Background: an optimization exercise with open tools, aiming at small area, a short achievable clock period and few clock cycles per item. Do not read the settings as production practice.
No run shown here included a check of the RTL's function; only the layout flow was run.
Power and IR drop assume default switching activity.

### flow/constraint.sdc
create_clock -name core_clock -period 6.0 [get_ports {clk}]
set_input_delay 1.2000 -clock core_clock [delete_from_list [all_inputs] [get_ports {clk}]]
set_output_delay 1.2000 -clock core_clock [all_outputs]
set_load 0.01 [all_outputs]
### flow/standard.sh
#!/bin/bash
# synth_recipe.tcl (not shown) runs the flow's synth.tcl, then flattens the netlist and writes it again
# the make line also repeats each setting of config.mk as NAME=value (left out here)
make -C /OpenROAD-flow-scripts/flow DESIGN_CONFIG=/design/flow/config.mk WORK_HOME=/design/flow/orfs CLKGATE_MAP_FILE= SYNTH_SCRIPT=/design/flow/synth_recipe.tcl "${@:-finish}"
### flow/flow/run.sh
#!/bin/bash
cp standard.sh standard_sh.txt
export BUFFER_PORTS_ARGS="-buffer_cell sky130_fd_sc_hd__buf_1"
bash standard.sh > standard.log 2>&1
### flow/config.mk
export PLATFORM = sky130hd
export DESIGN_NAME = magma_enc
export DESIGN_NICKNAME = magma_enc
export VERILOG_FILES = /design/flow/design.v
export SDC_FILE = /design/flow/constraint.sdc
export NUM_CORES = 4
export LEC_CHECK = 0
export CAP_MARGIN = 20
export CORE_MARGIN = 2
export CORE_UTILIZATION = 40
export PLACE_DENSITY = 0.6
export SETUP_SLACK_MARGIN = 3.5
export SLEW_MARGIN = 20
### flow/design.v
module magma_enc(
    input  clk,
    input  rst,
    input  start,
    input  [255:0] key,
    input  [63:0] block_in,
    output ready,
    output reg valid,
    output [31:0] data,
    output [31:0] data_out
);
reg [31:0] kr0, kr1, kr2, kr3, kr4, kr5, kr6, kr7;
reg [31:0] rk;
reg [31:0] a1, a0;
reg [4:0]  cnt;
reg        busy;
assign ready = !busy;
assign data_out = a0;
assign data     = a1;
wire [7:0]  gen, prop;
wire [31:0] t0, t1;
genvar n;
generate
    for (n = 0; n < 8; n = n + 1) begin : nib
        wire [3:0] x = a0[4*n+3:4*n];
        wire [3:0] k = rk[4*n+3:4*n];
        wire [3:0] gg = x & k;
        wire [3:0] tt = x | k;
        wire [3:0] pp = x ^ k;
        wire [3:0] s, s1;
        assign s[0]  = pp[0];
        assign s[1]  = pp[1] ^ gg[0];
        assign s[2]  = pp[2] ^ (gg[1] | tt[1] & x[0] & k[0]);
        assign s[3]  = pp[3] ^ (gg[2] | tt[2] & x[1] & k[1] | tt[2] & tt[1] & x[0] & k[0]);
        assign s1[0] = ~pp[0];
        assign s1[1] = pp[1] ^ tt[0];
        assign s1[2] = pp[2] ^ (gg[1] | tt[1] & x[0] | tt[1] & k[0]);
        assign s1[3] = pp[3] ^ (gg[2] | tt[2] & x[1] & k[1] | tt[2] & tt[1] & x[0] | tt[2] & tt[1] & k[0]);
        assign gen[n]  = gg[3] | tt[3] & gg[2] | tt[3] & tt[2] & gg[1] | tt[3] & tt[2] & tt[1] & gg[0];
        assign prop[n] = gg[3] | tt[3] & gg[2] | tt[3] & tt[2] & gg[1] | tt[3] & tt[2] & tt[1] & tt[0];
        sbox #(.ROW(7 - n)) sb0 (.a(s),  .y(t0[4*n+3:4*n]));
        sbox #(.ROW(7 - n)) sb1 (.a(s1), .y(t1[4*n+3:4*n]));
    end
endgenerate
wire [7:0] cin;
assign cin[0] = 1'b0;
generate
    for (n = 1; n < 8; n = n + 1) begin : cy
        wire [n-1:0] term;
        genvar j;
        for (j = 0; j < n; j = j + 1) begin : tm
            if (j == n - 1) begin : last
                assign term[j] = gen[j];
            end else begin : mid
                assign term[j] = gen[j] & (&prop[n-1:j+1]);
            end
        end
        assign cin[n] = |term;
    end
endgenerate
wire [31:0] a1r = {a1[10:0], a1[31:11]};
wire [31:0] blr = {block_in[10:0], block_in[31:11]};
wire [31:0] v0 = busy ? (a1r ^ t0) : blr;
wire [31:0] v1 = busy ? (a1r ^ t1) : blr;
wire [31:0] sbx;
generate
    for (n = 0; n < 8; n = n + 1) begin : sel
        assign sbx[4*n+3:4*n] = cin[n] ? v1[4*n+3:4*n] : v0[4*n+3:4*n];
    end
endgenerate
wire [31:0] a0_next = {sbx[20:0], sbx[31:21]};
reg [31:0] rk_next;
always @(*) begin
    if (cnt < 5'd23)
        rk_next = kr1;
    else
        case (cnt[1:0])
            2'd3: rk_next = kr0;    
            2'd0: rk_next = kr6;    
            2'd1: rk_next = kr4;    
            default: rk_next = kr2;  
        endcase
end
always @(posedge clk) begin
    if (!busy) begin
        kr0 <= key[255:224];
        kr1 <= key[223:192];
        kr2 <= key[191:160];
        kr3 <= key[159:128];
        kr4 <= key[127:96];
        kr5 <= key[95:64];
        kr6 <= key[63:32];
        kr7 <= key[31:0];
        rk  <= key[255:224];
        a1  <= block_in[63:32];
        cnt <= 5'd0;
    end else begin
        kr0 <= kr1;
        kr1 <= kr2;
        kr2 <= kr3;
        kr3 <= kr4;
        kr4 <= kr5;
        kr5 <= kr6;
        kr6 <= kr7;
        kr7 <= kr0;
        rk  <= rk_next;
        a1  <= a0;
        cnt <= cnt + 5'd1;
    end
end
always @(posedge clk) begin
    a0 <= a0_next;
end
always @(posedge clk) begin
    if (rst) begin
        busy  <= 1'b0;
        valid <= 1'b0;
    end else begin
        valid <= busy && (cnt == 5'd31);
        if (!busy)
            busy <= start;
        else if (cnt == 5'd31)
            busy <= 1'b0;
    end
end
endmodule
module sbox #(parameter ROW = 0) (input [3:0] a, output reg [3:0] y);
always @(*) begin
    case (ROW)
    0: case (a)
        4'h0: y = 4'h1;
        4'h1: y = 4'h7;
        4'h2: y = 4'he;
        4'h3: y = 4'hd;
        4'h4: y = 4'h0;
        4'h5: y = 4'h5;
        4'h6: y = 4'h8;
        4'h7: y = 4'h3;
        4'h8: y = 4'h4;
        4'h9: y = 4'hf;
        4'ha: y = 4'ha;
        4'hb: y = 4'h6;
        4'hc: y = 4'h9;
        4'hd: y = 4'hc;
        4'he: y = 4'hb;
        4'hf: y = 4'h2;
        endcase
    1: case (a)
        4'h0: y = 4'h8;
        4'h1: y = 4'he;
        4'h2: y = 4'h2;
        4'h3: y = 4'h5;
        4'h4: y = 4'h6;
        4'h5: y = 4'h9;
        4'h6: y = 4'h1;
        4'h7: y = 4'hc;
        4'h8: y = 4'hf;
        4'h9: y = 4'h4;
        4'ha: y = 4'hb;
        4'hb: y = 4'h0;
        4'hc: y = 4'hd;
        4'hd: y = 4'ha;
        4'he: y = 4'h3;
        4'hf: y = 4'h7;
        endcase
    2: case (a)
        4'h0: y = 4'h5;
        4'h1: y = 4'hd;
        4'h2: y = 4'hf;
        4'h3: y = 4'h6;
        4'h4: y = 4'h9;
        4'h5: y = 4'h2;
        4'h6: y = 4'hc;
        4'h7: y = 4'ha;
        4'h8: y = 4'hb;
        4'h9: y = 4'h7;
        4'ha: y = 4'h8;
        4'hb: y = 4'h1;
        4'hc: y = 4'h4;
        4'hd: y = 4'h3;
        4'he: y = 4'he;
        4'hf: y = 4'h0;
        endcase
    3: case (a)
        4'h0: y = 4'h7;
        4'h1: y = 4'hf;
        4'h2: y = 4'h5;
        4'h3: y = 4'ha;
        4'h4: y = 4'h8;
        4'h5: y = 4'h1;
        4'h6: y = 4'h6;
        4'h7: y = 4'hd;
        4'h8: y = 4'h0;
        4'h9: y = 4'h9;
        4'ha: y = 4'h3;
        4'hb: y = 4'he;
        4'hc: y = 4'hb;
        4'hd: y = 4'h4;
        4'he: y = 4'h2;
        4'hf: y = 4'hc;
        endcase
    4: case (a)
        4'h0: y = 4'hc;
        4'h1: y = 4'h8;
        4'h2: y = 4'h2;
        4'h3: y = 4'h1;
        4'h4: y = 4'hd;
        4'h5: y = 4'h4;
        4'h6: y = 4'hf;
        4'h7: y = 4'h6;
        4'h8: y = 4'h7;
        4'h9: y = 4'h0;
        4'ha: y = 4'ha;
        4'hb: y = 4'h5;
        4'hc: y = 4'h3;
        4'hd: y = 4'he;
        4'he: y = 4'h9;
        4'hf: y = 4'hb;
        endcase
    5: case (a)
        4'h0: y = 4'hb;
        4'h1: y = 4'h3;
        4'h2: y = 4'h5;
        4'h3: y = 4'h8;
        4'h4: y = 4'h2;
        4'h5: y = 4'hf;
        4'h6: y = 4'ha;
        4'h7: y = 4'hd;
        4'h8: y = 4'he;
        4'h9: y = 4'h1;
        4'ha: y = 4'h7;
        4'hb: y = 4'h4;
        4'hc: y = 4'hc;
        4'hd: y = 4'h9;
        4'he: y = 4'h6;
        4'hf: y = 4'h0;
        endcase
    6: case (a)
        4'h0: y = 4'h6;
        4'h1: y = 4'h8;
        4'h2: y = 4'h2;
        4'h3: y = 4'h3;
        4'h4: y = 4'h9;
        4'h5: y = 4'ha;
        4'h6: y = 4'h5;
        4'h7: y = 4'hc;
        4'h8: y = 4'h1;
        4'h9: y = 4'he;
        4'ha: y = 4'h4;
        4'hb: y = 4'h7;
        4'hc: y = 4'hb;
        4'hd: y = 4'hd;
        4'he: y = 4'h0;
        4'hf: y = 4'hf;
        endcase
    7: case (a)
        4'h0: y = 4'hc;
        4'h1: y = 4'h4;
        4'h2: y = 4'h6;
        4'h3: y = 4'h2;
        4'h4: y = 4'ha;
        4'h5: y = 4'h5;
        4'h6: y = 4'hb;
        4'h7: y = 4'h9;
        4'h8: y = 4'he;
        4'h9: y = 4'h8;
        4'ha: y = 4'hd;
        4'hb: y = 4'h7;
        4'hc: y = 4'h0;
        4'hd: y = 4'h3;
        4'he: y = 4'hf;
        4'hf: y = 4'h1;
        endcase
    endcase
end
endmodule
==> results of run 1 <==
==> stage by stage <==
stage	cells	setup slack, ps	power (mW)
2_1_floorplan	1714	3480	7.31
3_3_place_gp	2630	2960	8.54
3_5_place_dp	2630	2890	8.73
4_1_cts	2747	3320	12.0
5_1_grt	2760	3170	13.1
6_report	2762	3290	12.3
==> layout make-up <==
type | instances | area (um2) | share of cell area
Sequential cell | 359 | 7250 | 0.315
Antenna cell | 3 | 7.51 | 0.000327
Multi-Input combinational cell | 1144 | 11000 | 0.480
Inverter | 137 | 531 | 0.0231
Timing Repair Buffer | 453 | 2070 | 0.0899
Clock buffer | 56 | 1190 | 0.0520
Tap cell | 592 | 741 | 0.0322
Clock inverter | 18 | 170 | 0.00740
==> what timing repair did <==
action                     in CTS  in global routing
setup endpoints to repair      77                 60
hold buffers                    0                  0
resized for setup             152                 59
cloned                          2                  0
pin swaps                      53                 20
setup buffers                  41                 12
==> power groups by stage <==
stage	sequential [mW]	combinational, mW	clock, mW
after floorplan	3.09	4.22	0
after global placement	3.15	5.39	0
after detailed placement	3.18	5.56	0
after CTS	3.13	6.31	2.59
after global routing	3.18	7.23	2.68
final	3.14	6.67	2.51
==> layer usage <==
| layer | track usage | wire length, um | share of wire |
|---|---|---|---|
| met4 | 0.0717 | 1360 | 0.025 |
| met3 | 0.0551 | 3640 | 0.067 |
| met1 | 0.268 | 22700 | 0.42 |
| met2 | 0.394 | 26800 | 0.49 |
| met5 | 0 | 63 | 0.0012 |
==> placed cells by master, fill, tap and decap left out, types with 14 or more instances in the layout <==
cell type | Yosys | final
buf_4 | 0 | 49
mux2_2 | 302 | 301
ha_4 | 0 | 15
xnor2_2 | 0 | 15
xnor2_1 | 41 | 24
dfxtp_2 | 0 | 21
a222oi_1 | 32 | 32
dfxtp_1 | 359 | 328
buf_1 | 5 | 382
nor2_1 | 141 | 137
a21oi_1 | 145 | 139
nand2_1 | 33 | 29
mux4_2 | 31 | 31
ha_1 | 147 | 120
clkbuf_16 | 0 | 43
mux2i_1 | 23 | 18
o21ai_0 | 24 | 18
buf_6 | 0 | 14
inv_1 | 137 | 123
==> worst min path at each step <==
stage	end	slack (ps)	cells after the start
floorplan	cnt[0]$_SDFF_PN0_	430	1
global placement	kr4[6]$_DFF_P_	430	1
detailed placement	kr4[14]$_DFF_P_	440	1
CTS	kr2[29]$_DFF_P_	450	1
global route	kr4[12]$_DFF_P_	460	1
finish	kr2[29]$_DFF_P_	450	1
==> worst max-delay path, delay by kind of cell, from the launching register on <==
family / cells / cell delay, ps
buf+inv: 2 / 210
simple gates: 2 / 930
fa+ha+maj: 1 / 180
compound gates: 5 / 900
flops: 1 / 380
==> cell families after synthesis <==
group                    count (synthesis)  share of synthesized area
flip-flops                             359                      0.397
multiplexers                           356                      0.239
AO/OA/AOI/OAI                          299                      0.112
AND/OR/NAND/NOR                        272                     0.0724
buffers and inverters                  212                     0.0439
adder cells (fa/ha/maj)                149                      0.103
XOR/XNOR                                67                     0.0332
==> metrics.md, run 1 <==
| Metric | Value |
|---|---|
| Status | no timing/DRC/antenna violations |
| Pin count of the biggest net entering global routing | 174 |
| R2R cell count | 10 |
| FF-to-FF End | a0[5]$_DFF_P_ |
| PD cells | 536 nW/um2 |
| Final hold violations | 0 |
| CTS Sinks | 359 |
| Clock Skews | 19.3 ps |
| Clock latency on the worst-skew pair | 570 ps |
| Finish-stage setup viols | 0 |
| Clock Path Buffers | 3 |
| Slowest CP cell | or4_4 |
| Die area | 47000 um2 |
| Placed cell areas | 20300 um2 |
| CTS H-tree depth | 2 |
| Register area share after synthesis | 0.397 |
| CP peak stage delay | 560 ps |
| Post-synth EDFFs | 0 |
| Net Sw Power | 4.84 mW |
| Hold path start | kr3[29]$_DFF_P_ |
| Drt wl/cell | 19.7 um |
| Core Util, Final | 0.518 |
| Detail Route Antenna Nets | 0 |
| Peak supply drop | 0.000311 V |
| Die width | 217 um |
| Data required, critical path | 6450 ps |
| Max_cap viols | 0 |
| Most frequent cell after synthesis | dfxtp_1 |
| Setup crit end kind | flop |
| Post-Syn Area | 18100 um2 |
| Actual slew at the worst max-slew pin | 1020 ps |
| Setup TNS | 0 ps |
| Hold_ws | 447 ps |
| Fmax | 368 MHz |
| Type of the worst setup path | flop to flop |
| Final Cycle Share | 0.452 |
| Total global routing overflow | 0 |
| Max-slew violations | 0 |
| CTS Buf Count | 41 |
| HPWL after detailed placement | 39200 um |
| Fill cell count | 4050 |
| Via density | 5.12 |
| Total GRT Usage | 0.224 |
| Static Leak | 9.35 nW |
| Total core area | 44400 um2 |
| RSZ-0062 raised after global routing | yes |
| Syn avg cell area | 10.6 um2 |
| Commonest cells in the netlist | dfxtp_1, mux2_2, ha_1 |
| Syn Inst Count | 1714 |
| Initial core utilization | 0.408 |
| Final min period | 2710 ps |
| R2R Path Start | a0[11]$_DFF_P_ |
| TritonRoute pass-1 iters | 6 |
| Combinational power share | 0.541 |
| Largest cells by area after synthesis | dfxtp_1, mux2_2, ha_1, a21oi_1, mux4_2 |
| DR vias | 14.1k |
| Sequential Power Share | 0.255 |
| First-pass GRT wire length | 81000 um |
| Distinct cells, synth | 77 |
| PortBufs | 388 |
| Worst Setup SP | a0[11]$_DFF_P_ |
| Main synth FF type | dfxtp_1 |
| # nets final | 2606 |
| # DRC | 0 |
| P&R area growth vs syn | 26.9% |
| Switch share | 0.393 |
| Share of cells above drive strength 1 | 0.304 |
| Boundary Pins | 389 |
| Die Ht | 217 um |
| Worst hold path type | flop to flop |
| Total nets after synthesis | 2184 |
| Post-route cell area | 23000 um2 |
| Startpoint types | flop |
| Reg clk slew, reported paths | 60 ps |
| CTS tree | yes |
| Post-synth top area share | 0.397 |
| Max-Slew Margin vs Limit | 0.319 |
| Number of global-route vias before repair | 14.2k |
| # rows | 77 |
| Placer Congestion | 0.852 |
| Clock power frac | 0.204 |
| Synth Register Bits | 359 |
| Clk root buf | clkbuf_16 |
| Crit path to | a0[5]$_DFF_P_ |
| Internal power | 7.48 mW |
| Area leader, netlist | dfxtp_1 |
| FF-to-FF setup slack | 3290 ps |
| FFs w/ async S/R, synth | 0 |
| Initial antenna violation count | 12 |
| CP max FO | 5 |
| Crit path DAT | 3160 ps |
| Initial drt markers | 905 |
| Crit-path cells | inv_2, ha_4, or4_4, a221oi_4, a2111oi_4, buf_6, o21a_4, o21ai_4, a2111oi_2, or3b_1 |
| WL final | 54500 um |
| Ys Warns | 9 |
==> run 2, diff against run 1 <==
--- a/flow/design.v
+++ b/flow/design.v
@@ -36,28 +36,41 @@
         assign s1[1] = pp[1] ^ tt[0];
         assign s1[2] = pp[2] ^ (gg[1] | tt[1] & x[0] | tt[1] & k[0]);
         assign s1[3] = pp[3] ^ (gg[2] | tt[2] & x[1] & k[1] | tt[2] & tt[1] & x[0] | tt[2] & tt[1] & k[0]);
-        assign gen[n]  = gg[3] | tt[3] & gg[2] | tt[3] & tt[2] & gg[1] | tt[3] & tt[2] & tt[1] & gg[0];
-        assign prop[n] = gg[3] | tt[3] & gg[2] | tt[3] & tt[2] & gg[1] | tt[3] & tt[2] & tt[1] & tt[0];
+        wire g10 = gg[1] | tt[1] & x[0] & k[0];
+        wire t10 = gg[1] | tt[1] & x[0] | tt[1] & k[0];
+        wire g32 = gg[3] | tt[3] & x[2] & k[2];
+        wire t32 = tt[3] & tt[2];
+        assign gen[n]  = g32 | t32 & g10;
+        assign prop[n] = g32 | t32 & t10;
         sbox #(.ROW(7 - n)) sb0 (.a(s),  .y(t0[4*n+3:4*n]));
         sbox #(.ROW(7 - n)) sb1 (.a(s1), .y(t1[4*n+3:4*n]));
     end
 endgenerate
-wire [7:0] cin;
-assign cin[0] = 1'b0;
+wire [7:0] G1, P1, G2, P2, G3;
 generate
-    for (n = 1; n < 8; n = n + 1) begin : cy
-        wire [n-1:0] term;
-        genvar j;
-        for (j = 0; j < n; j = j + 1) begin : tm
-            if (j == n - 1) begin : last
-                assign term[j] = gen[j];
-            end else begin : mid
-                assign term[j] = gen[j] & (&prop[n-1:j+1]);
-            end
+    for (n = 0; n < 8; n = n + 1) begin : ks
+        if (n >= 1) begin : a1
+            assign G1[n] = gen[n] | prop[n] & gen[n-1];
+            assign P1[n] = prop[n] & prop[n-1];
+        end else begin : b1
+            assign G1[n] = gen[n];
+            assign P1[n] = prop[n];
         end
-        assign cin[n] = |term;
+        if (n >= 2) begin : a2
+            assign G2[n] = G1[n] | P1[n] & G1[n-2];
+            assign P2[n] = P1[n] & P1[n-2];
+        end else begin : b2
+            assign G2[n] = G1[n];
+            assign P2[n] = P1[n];
+        end
+        if (n >= 4) begin : a3
+            assign G3[n] = G2[n] | P2[n] & G2[n-4];
+        end else begin : b3
+            assign G3[n] = G2[n];
+        end
     end
 endgenerate
+wire [7:0] cin = {G3[6:0], 1'b0};
 wire [31:0] a1r = {a1[10:0], a1[31:11]};
 wire [31:0] blr = {block_in[10:0], block_in[31:11]};
 wire [31:0] v0 = busy ? (a1r ^ t0) : blr;
--- a/flow/config.mk
+++ b/flow/config.mk
@@ -7,7 +7,9 @@
 export LEC_CHECK = 0
 export CAP_MARGIN = 20
 export CORE_MARGIN = 2
-export CORE_UTILIZATION = 40
-export PLACE_DENSITY = 0.6
+export CORE_UTILIZATION = 55
+export CTS_CLUSTER_DIAMETER = 100
+export CTS_CLUSTER_SIZE = 24
+export PLACE_DENSITY = 0.7
 export SETUP_SLACK_MARGIN = 3.5
 export SLEW_MARGIN = 20
==> run 2 against run 1 <==
Critical path type unchanged. Critical path depth up 1. Clock power down 42%. Combinational power up 17%. Worst hold slack better by 10 ps. Critical endpoint is now a0[8]$_DFF_P_. Highest routed layer unchanged. Area after synthesis down 1.7%. Synthesized cell count down 4.1%. Non-clock buffer count up 30. Sequential cell count unchanged. Via count down 3.7%. Sequential share of layout area up 1.4 points. Final cell count down 9.8%.
==> metrics.md, run 2 <==
| Metric | Value |
|---|---|
| DR vias | 13.6k |
| Worst hold path type | flop to flop |
| Peak supply drop | 0.000311 V |
| Most common cell after layout, fill and taps aside | buf_1 |
| Clock Skews | 30.3 ps |
| Finish-stage setup viols | 0 |
| CTS Sinks | 359 |
| Setup TNS | 0 ps |
| CTS tree | yes |
| RSZ-0062 raised after global routing | yes |
| Area leader, netlist | dfxtp_1 |
| Actual slew at the worst max-slew pin | 882 ps |
| Detail Route Antenna Nets | 0 |
| Total GRT Usage | 0.273 |
| Mux contribution to synthesized area | 0.262 |
| Main synth FF type | dfxtp_1 |
| Syn Inst Count | 1643 |
| FFs w/ async S/R, synth | 0 |
| Share of cells above drive strength 1 | 0.320 |
| TritonRoute pass-1 iters | 6 |
| Fmax | 369 MHz |
| PortBufs | 388 |
| Post-synth EDFFs | 0 |
| P&R area growth vs syn | 24.2% |
| # rows | 65 |
| Final min period | 2710 ps |
| Clock latency on the worst-skew pair | 550 ps |
| Max-Slew Margin vs Limit | 0.412 |
| PD cells | 562 nW/um2 |
| Total nets after synthesis | 2115 |
| Post-Synth Simple-Gate Area | 0.0527 |
| Die area | 33800 um2 |
| Ys Warns | 9 |
| Max-slew violations | 0 |
| Total core area | 31700 um2 |
| Dpl cells | 2372 |
| Total global routing overflow | 0 |
| Via density | 5.47 |
| Crit path DAT | 3120 ps |
| Number of global-route vias before repair | 13.2k |
| Final Cycle Share | 0.451 |
| CP max FO | 5 |
| Post-Syn Area | 17800 um2 |
| Initial core utilization | 0.562 |
| Highest-count cells in the layout ignoring fill and taps | buf_1, dfxtp_1, mux2_2 |
| Pin count of the biggest net entering global routing | 185 |
| Startpoint types | flop |
| Initial drt markers | 839 |
| Final cell count without fillers | 2492 |
| Most frequent cell after synthesis | dfxtp_1 |
| Post-synth top area share | 0.404 |
| WL final | 49300 um |
| Die width | 184 um |
| Xor-xnor portion of the synthesized cell area | 0.0430 |
| Type of the worst setup path | flop to flop |
| CTS Buf Count | 20 |
| Clk root buf | clkbuf_16 |
| Commonest cells in the netlist | dfxtp_1, mux2_2, ha_1 |
| First-pass GRT wire length | 71700 um |
| Register area share after synthesis | 0.404 |
| Initial antenna violation count | 12 |
| Distinct cells, synth | 66 |
| Setup crit end kind | flop |
| Largest cells by area after synthesis | dfxtp_1, mux2_2, ha_1, mux4_2, a21oi_1 |
| Status | no timing/DRC/antenna violations |
| Synth Area in Compound Gates | 0.0901 |
| Max_cap viols | 0 |
| Synth Register Bits | 359 |
| Static Leak | 9.06 nW |
| Placer Congestion | 0.846 |
| Clock Path Buffers | 3 |
| Die Ht | 184 um |
| Reg clk slew, reported paths | 90 ps |
| # DRC | 0 |
| # nets final | 2551 |
| CTS H-tree depth | 1 |
| HPWL after detailed placement | 34600 um |
| Syn avg cell area | 10.8 um2 |
| Drt wl/cell | 19.8 um |
| Boundary Pins | 389 |
| Synth Area in Adders | 0.106 |
| Final hold violations | 0 |
| Main combinational cell family by area after synthesis | multiplexers |
| Data required, critical path | 6410 ps |
## run 2: cell count changes after synthesis, sizes merged, moves of 7 or more
cell,delta
xor2,+8
mux2i,+24
nand3,-7
nor2,+7
or3,-9
a211oi,-11
nor3,-7
nand3b,-7
nand2,-11
a21oi,-16
xnor2,+10
## run 2: worst max-delay path, cell delays in order, from the launching register on
cell and delay (ps):
dfxtp_1 410, inv_1 140, ha_2 240, inv_1 110, a31oi_4 250, o31ai_2 150
a211oi_2 290, o21ai_4 100, buf_12 150, o21ai_4 270, mux2i_2 310, a21oi_2 140
## run 2: timing repair
action / 4_1_cts / 5_1_grt
setup buffers: 53 / 34
hold endpoints to repair: 0 / 0
gates resized for setup: 141 / 107
hold buffers: 0 / 0
pin swaps: 35 / 63
setup endpoints to repair: 275 / 113
## run 2: routing by layer
layer	vias up	wire [um]	track usage
met5	-	52	0
met3	100	3760	0.0683
met4	8	1920	0.0909
li1	6593	-	-
met1	6479	19700	0.332
met2	446	23800	0.471
## run 2: layout make-up
class                      instances  area, um2
clock buffer                      21        504
fill                            2425       9600
antenna                            7       17.5
timing repair buffer             483       2270
multi-input combinational       1080      10900
clock inverter                     5       86.3
tap                              402        503
inverter                         135        524
sequential                       359       7280
## run 2: power by group
group          internal (mW)  switching, mW
Combinational           3.99           3.80
Sequential              2.80          0.379
Clock                  0.633          0.827
Total                   7.43           5.01
## run 2: path summary, 6_finish.rpt
check	from	end	slack, ps	depth (start not counted)
worst max-delay path	a0[19]$_DFF_P_	a0[8]$_DFF_P_	3290	11
worst min-delay path	kr7[21]$_DFF_P_	kr6[21]$_DFF_P_	460	1
worst max register to register	a0[19]$_DFF_P_	a0[8]$_DFF_P_	3290	11
worst min register to register	kr7[21]$_DFF_P_	kr6[21]$_DFF_P_	460	1
## run 2: logic make-up (layout without fill, tap and decap cells)
kind of cell	Yosys count	in the layout
AOI/OAI and AO/OA	245	245
xor gates and xnor gates	84	84
adders and majority gates	151	151
buffers and inverters	204	644
DFF	359	359
muxes	386	386
other	0	7
and+or+nand+nor	214	214
## run 2: through the flow
step	setup WS (ps)	util	hold slack (ps)	power [mW]	area [um2]
after global placement	2920	0.621	435	8.81	19700
after floorplan	3440	-	433	7.68	17900
after global routing	3300	0.697	467	13.2	22100
after CTS	3440	0.674	456	11.5	21400
after detailed placement	2900	0.621	440	9.00	19700
final	3290	0.697	457	12.4	22100
==> run 3, diff against run 2 <==
==> flow/design.v (replaced) <==
module magma_enc(
    input  clk,
    input  rst,
    input  start,
    input  [255:0] key,
    input  [63:0] block_in,
    output ready,
    output reg valid,
    output reg [31:0] data,
    output reg [31:0] data_out
);
wire [31:0] replace;
wire [31:0] addmod32;
wire [31:0] shift11;
reg [31:0] key_storage[7:0];
reg [63:0] inf_buf;
reg [3:0]  space[0:127];
reg [31:0] iteration_key[31:0];
reg [5:0]  kindex;
reg        busy;
reg        iteration_keys_flag;
reg        EN_CLK;
reg        RUN;
integer i;
reg [3:0] j;
    initial begin
        $readmemh("table.hex", space);
    end
assign ready = !busy;
assign addmod32 = iteration_key[kindex[4:0]] + inf_buf[31:0];
assign replace[31:24] = {space[{3'd0, addmod32[31:28]}], space[{3'd1, addmod32[27:24]}]};
assign replace[23:16] = {space[{3'd2, addmod32[23:20]}], space[{3'd3, addmod32[19:16]}]};
assign replace[15:8]  = {space[{3'd4, addmod32[15:12]}], space[{3'd5, addmod32[11:8]}]};
assign replace[7:0]   = {space[{3'd6, addmod32[7:4]}],   space[{3'd7, addmod32[3:0]}]};
assign shift11 = {replace[20:0], replace[31:21]};
    always @(posedge clk) begin
        if(start && !busy && !rst) begin
            key_storage[0] <= key[255:224];
            key_storage[1] <= key[223:192];
            key_storage[2] <= key[191:160];
            key_storage[3] <= key[159:128];
            key_storage[4] <= key[127:96];
            key_storage[5] <= key[95:64];
            key_storage[6] <= key[63:32];
            key_storage[7] <= key[31:0];
        end
    end
    always @(posedge clk) begin
        if(iteration_keys_flag) begin
            j = 4'b0000;
            for(i = 0; i <= 31; i = i + 1) begin
                if(i == 24) j = 7;
                if(i <= 23) begin
                    if(j == 8) j = 0;
                    iteration_key[i] <= key_storage[j[2:0]];
                    j = j + 1;
                end else begin
                    iteration_key[i] <= key_storage[j[2:0]];
                    j = j - 1;
                end
            end
        end
    end
    always @(posedge clk) begin
        if(start && !busy && !rst) begin
            inf_buf <= block_in;
        end else if(EN_CLK) begin
            if(kindex == 31) begin
                {inf_buf[63:32]} <= {inf_buf[63:32]^shift11};
            end else begin
                {inf_buf[63:32], inf_buf[31:0]} <= {inf_buf[31:0],inf_buf[63:32]^shift11};
            end
        end
    end
    always @(posedge clk) begin
        if(rst) begin
            busy <= 1'b0;
            iteration_keys_flag <= 1'b0;
            EN_CLK <= 1'b0;
            RUN <= 1'b0;
            kindex <= 6'd0;
            valid <= 1'b0;
        end else begin
            valid <= 1'b0;
            RUN <= 1'b0;
            if(start && !busy) begin
                busy <= 1'b1;
                iteration_keys_flag <= 1'b1;
            end
            if(iteration_keys_flag) begin
                iteration_keys_flag <= 1'b0;
                EN_CLK <= 1'b1;
                kindex <= 6'd0;
            end
            if(EN_CLK) begin
                if(kindex == 31) begin
                    kindex <= 6'd0;
                    EN_CLK <= 1'b0;
                    RUN <= 1'b1;
                end else begin
                    kindex <= kindex + 1'b1;
                end
            end
            if(RUN) begin
                valid <= 1'b1;
                busy <= 1'b0;
            end
        end
    end
    always @(posedge clk) begin
        if(RUN) begin
            data <= inf_buf[31:0];
            data_out <= inf_buf[63:32];
        end
    end
endmodule
==> flow/table.hex (new file) <==
1 7 E D 0 5 8 3 4 F A 6 9 C B 2
8 E 2 5 6 9 1 C F 4 B 0 D A 3 7
5 D F 6 9 2 C A B 7 8 1 4 3 E 0
7 F 5 A 8 1 6 D 0 9 3 E B 4 2 C
C 8 2 1 D 4 F 6 7 0 A 5 3 E 9 B
B 3 5 8 2 F A D E 1 7 4 C 9 6 0
6 8 2 3 9 A 5 C 1 E 4 7 B D 0 F
C 4 6 2 A 5 B 9 E 8 D 7 0 3 F 1
==> flow/run.sh (new file) <==
#!/bin/bash
# synth_recipe.tcl (not shown) runs the flow's synth.tcl, then flattens the netlist and writes it again
# the make line also repeats each setting of config.mk as NAME=value (left out here)
make -C /OpenROAD-flow-scripts/flow DESIGN_CONFIG=/design/flow/config.mk WORK_HOME=/design/flow/orfs CLKGATE_MAP_FILE= SYNTH_SCRIPT=/design/flow/synth_recipe.tcl finish
==> flow/config.mk (replaced) <==
export PLATFORM = sky130hd
export DESIGN_NAME = magma_enc
export DESIGN_NICKNAME = magma_enc
export VERILOG_FILES = /design/flow/design.v
export SDC_FILE = /design/flow/constraint.sdc
export NUM_CORES = 4
export LEC_CHECK = 0
export CAP_MARGIN = 20
export CORE_MARGIN = 2
export CORE_UTILIZATION = 40
export PLACE_DENSITY = 0.6
export SLEW_MARGIN = 20
removed: flow/flow/run.sh
removed: flow/standard.sh
==> run 3 against run 2 <==
Register-to-register slack got worse by 3000 ps. First-iteration DRC count rose by 74%. Synthesized cell count rose by 1.1%. Total power rose by 30%. Count of clock-buffer cells in the layout rose by 64. Via count rose by 22%. Maximum frequency fell by 52%. Routed wire length rose by 49%. Critical path depth rose by 16. Combinational power fell by 21%. Sequential share of layout area rose by 23 points. Die area rose by 99%. Still clean on timing, DRC and antenna.
==> metrics.md, run 3 <==
| Metric | Value |
|---|---|
| Via density | 5.34 |
| Clock power frac | 0.252 |
| Worst path bufs/invs | 5 |
| Actual slew at the worst max-slew pin | 989 ps |
| Total global routing overflow | 0 |
| Sequential Power Share | 0.364 |
| Final min period | 5700 ps |
| PortBufs | 388 |
| Peak supply drop | 0.000234 V |
| Synth Register Bits | 651 |
| Worst hold path type | flop to flop |
| Area taken by flip-flops and latches | 19400 um2 |
| Clock Skews | 18.1 ps |
| Initial core utilization | 0.405 |
| Final hold violations | 0 |
| Placer Congestion | 0.925 |
| Type of the worst setup path | flop to flop |
| P&R area growth vs syn | 32.0% |
| Detail Route Antenna Nets | 0 |
| Startpoint types | flop |
| FFs w/ async S/R, synth | 0 |
| Total nets after synthesis | 2063 |
| DR vias | 16.6k |
| Post-synth top area share | 0.736 |
| CTS H-tree depth | 3 |
| WL final | 73600 um |
| Post-route cell area | 34500 um2 |
| Clock Path Buffers | 3 |
| CTS tree | yes |
| Crit path DAT | 6060 ps |
| Reg clk slew, reported paths | 60 ps |
| Boundary Pins | 389 |
| Cts hold-fix bufs | 0 |
| Total GRT Usage | 0.219 |
| Die area | 67300 um2 |
| HPWL after detailed placement | 55000 um |
| # rows | 93 |
| Fmax | 175 MHz |
| Die Ht | 260 um |
| Distinct cells, synth | 68 |
| Internal power | 10.9 mW |
| Status | no timing/DRC/antenna violations |
| Syn avg cell area | 15.7 um2 |
| Ys Warns | 3 |
| Hold_ws | 412 ps |
| Slowest CP cell | mux4_2 |
| Most common cell after layout, fill and taps aside | edfxtp_1 |
| FF-to-FF setup slack | 300 ps |
| Final Cycle Share | 0.950 |
| Most frequent cell on the critical path | inv_1 |
| CTS Buf Count | 67 |
| CP max FO | 6 |
| Static Leak | 12.1 nW |
| First-pass GRT wire length | 108000 um |
| Syn Inst Count | 1661 |
| Fill cell count | 5186 |
| Biggest regs | iteration_key x256, key_storage x256, inf_buf x64 |
| CP peak stage delay | 480 ps |
| Max_cap viols | 0 |
| Max-slew violations | 0 |
| CTS Sinks | 651 |
| Clock latency on the worst-skew pair | 600 ps |
| Main synth FF type | edfxtp_1 |
| Number of global-route vias before repair | 16.6k |
| PD cells | 467 nW/um2 |
| Pin count of the biggest net entering global routing | 171 |
| Highest-count cells in the layout ignoring fill and taps | edfxtp_1, clkdlybuf4s50_1, nand2_1 |
| Net Sw Power | 5.22 mW |
| Combinational power share | 0.384 |
| Area leader, netlist | edfxtp_1 |
| Largest cells by area after synthesis | edfxtp_1, ha_1, nand2_1, a21oi_1, a222oi_1 |
| Placed cell areas | 32100 um2 |
| Initial antenna violation count | 3 |
| Commonest cells in the netlist | edfxtp_1, nand2_1, a21oi_1 |
| Area occupied by multi-input gates | 6500 um2 |
| TritonRoute pass-1 iters | 7 |
| Max-Slew Margin vs Limit | 0.341 |
| Most frequent cell after synthesis | edfxtp_1 |
| Initial drt markers | 1462 |
| Total core area | 64500 um2 |
| Switch share | 0.324 |
| Die width | 260 um |
| Post-Syn Area | 26100 um2 |
| Register area share after synthesis | 0.744 |
| Data required, critical path | 6360 ps |
| Critical path's top delay family | compound AO/OA/AOI/OAI gates |
| Share of cells above drive strength 1 | 0.141 |
| # DRC | 0 |
| Setup crit end kind | flop |
| Finish-stage setup viols | 0 |
| Post-synth EDFFs | 640 |
| Drt wl/cell | 23.7 um |
| # nets final | 2603 |
| Clk root buf | clkbuf_16 |
## run 3: cell count changes after synthesis, moves of 79 or more
cell,before,now
dfxtp_1,359,11
nor2_1,148,69
inv_1,133,49
edfxtp_1,0,640
mux2_2,302,5
nand2_1,22,146
## run 3: path summary, 6_finish.rpt
kind                           startpoint                               to  cells after the start
max                kindex[0]$_SDFFE_PP0P_            inf_buf[39]$_DFFE_PP_                     27
min          key_storage[2][17]$_DFFE_PP_  iteration_key[29][17]$_DFFE_PP_                      0
max reg2reg        kindex[0]$_SDFFE_PP0P_            inf_buf[39]$_DFFE_PP_                     27
min reg2reg  key_storage[2][17]$_DFFE_PP_  iteration_key[29][17]$_DFFE_PP_                      0
## run 3: timing repair
item / CTS / global route
gates resized for setup: 6 / 40
buffers inserted: 3 / 1
endpoints found under the setup margin: 16 / 29
pin swaps: 3 / 11
## run 3: per-layer routing
layer / GRT usage / share of wire
met1: 0.311 / 0.45
met2: 0.351 / 0.47
met3: 0.0342 / 0.063
met4: 0.0584 / 0.020
met5: 0 / 0.00014
## run 3: final cells by class
| class | count | area share |
|---|---|---|
| well taps | 855 | 0.0310 |
| flip-flops and latches | 651 | 0.564 |
| inverters | 50 | 0.00566 |
| multi-input cells | 893 | 0.189 |
| clock buffers | 85 | 0.0515 |
| repair buffers | 538 | 0.149 |
| clock inverters | 34 | 0.0106 |
| diodes | 2 | 0.000145 |
## run 3: power groups by stage
stage	combinational, mW	clock (mW)	sequential [mW]
2_1_floorplan	3.82	0	5.79
3_3_place_gp	5.87	0	5.96
3_5_place_dp	6.06	0	5.97
4_1_cts	6.10	4.16	5.87
5_1_grt	6.86	4.34	5.89
6_report	6.18	4.07	5.87
## run 3: cells by family (layout without fill, tap and decap cells)
group	Yosys count	in the layout	share of synthesized area
flops	651	651	0.744
mux	37	37	0.0202
buf+inv	117	707	0.0173
xor+xnor	64	64	0.0215
other cells	0	2	0
fa+ha+maj	79	79	0.0381
simple gates	347	347	0.0609
compound gates	366	366	0.0976
## run 3: through the flow
| step | total power [mW] | TNS (ps) | util | cells | worst slack [ps] |
|---|---|---|---|---|---|
| after floorplan | 9.60 | 0 | - | 1661 | 262 |
| after global placement | 11.8 | 0 | 0.498 | 2983 | 6.53 |
| after detailed placement | 12.0 | -1260 | 0.498 | 2983 | -205 |
| after CTS | 16.1 | 0 | 0.532 | 3105 | 12.0 |
| after global routing | 17.1 | -33.4 | 0.535 | 3107 | -23.4 |
| final | 16.1 | 0 | 0.535 | 3108 | 300 |

re-timing with driven ports:
The flow's constraints put no driver on any port. The routed layouts listed below were extracted and timed again, unchanged, in two steps.
Step 1 (the two cells are an assumption about what drives the block):
set clk [get_ports {clk}]
set_driving_cell -lib_cell sky130_fd_sc_hd__clkbuf_16 $clk
set_driving_cell -lib_cell sky130_fd_sc_hd__buf_2 [delete_from_list [all_inputs] $clk]
Step 2 also shifts input and output timing later by t, the mid clock arrival at the registers, as if the neighbouring blocks saw the same clock.
Three values: ideal, step 1, step 2; two values: the first two.
| run | shift t [ns] | slack for setup (ns) | clock arrival spread, ns | worst slew at a driven data input, ns |
|---|---|---|---|---|
| run 1 | 0.621 | 3.286 / 3.286 / 3.286 | 0.022 / 0.022 | 0.09 |
| run 2 | 0.587 | 3.292 / 3.292 / 3.292 | 0.031 / 0.031 | 0.09 |
| run 3 | 0.653 | 0.300 / 0.300 / 0.300 | 0.018 / 0.019 | 0.09 |
After both steps every run listed still meets setup and hold.
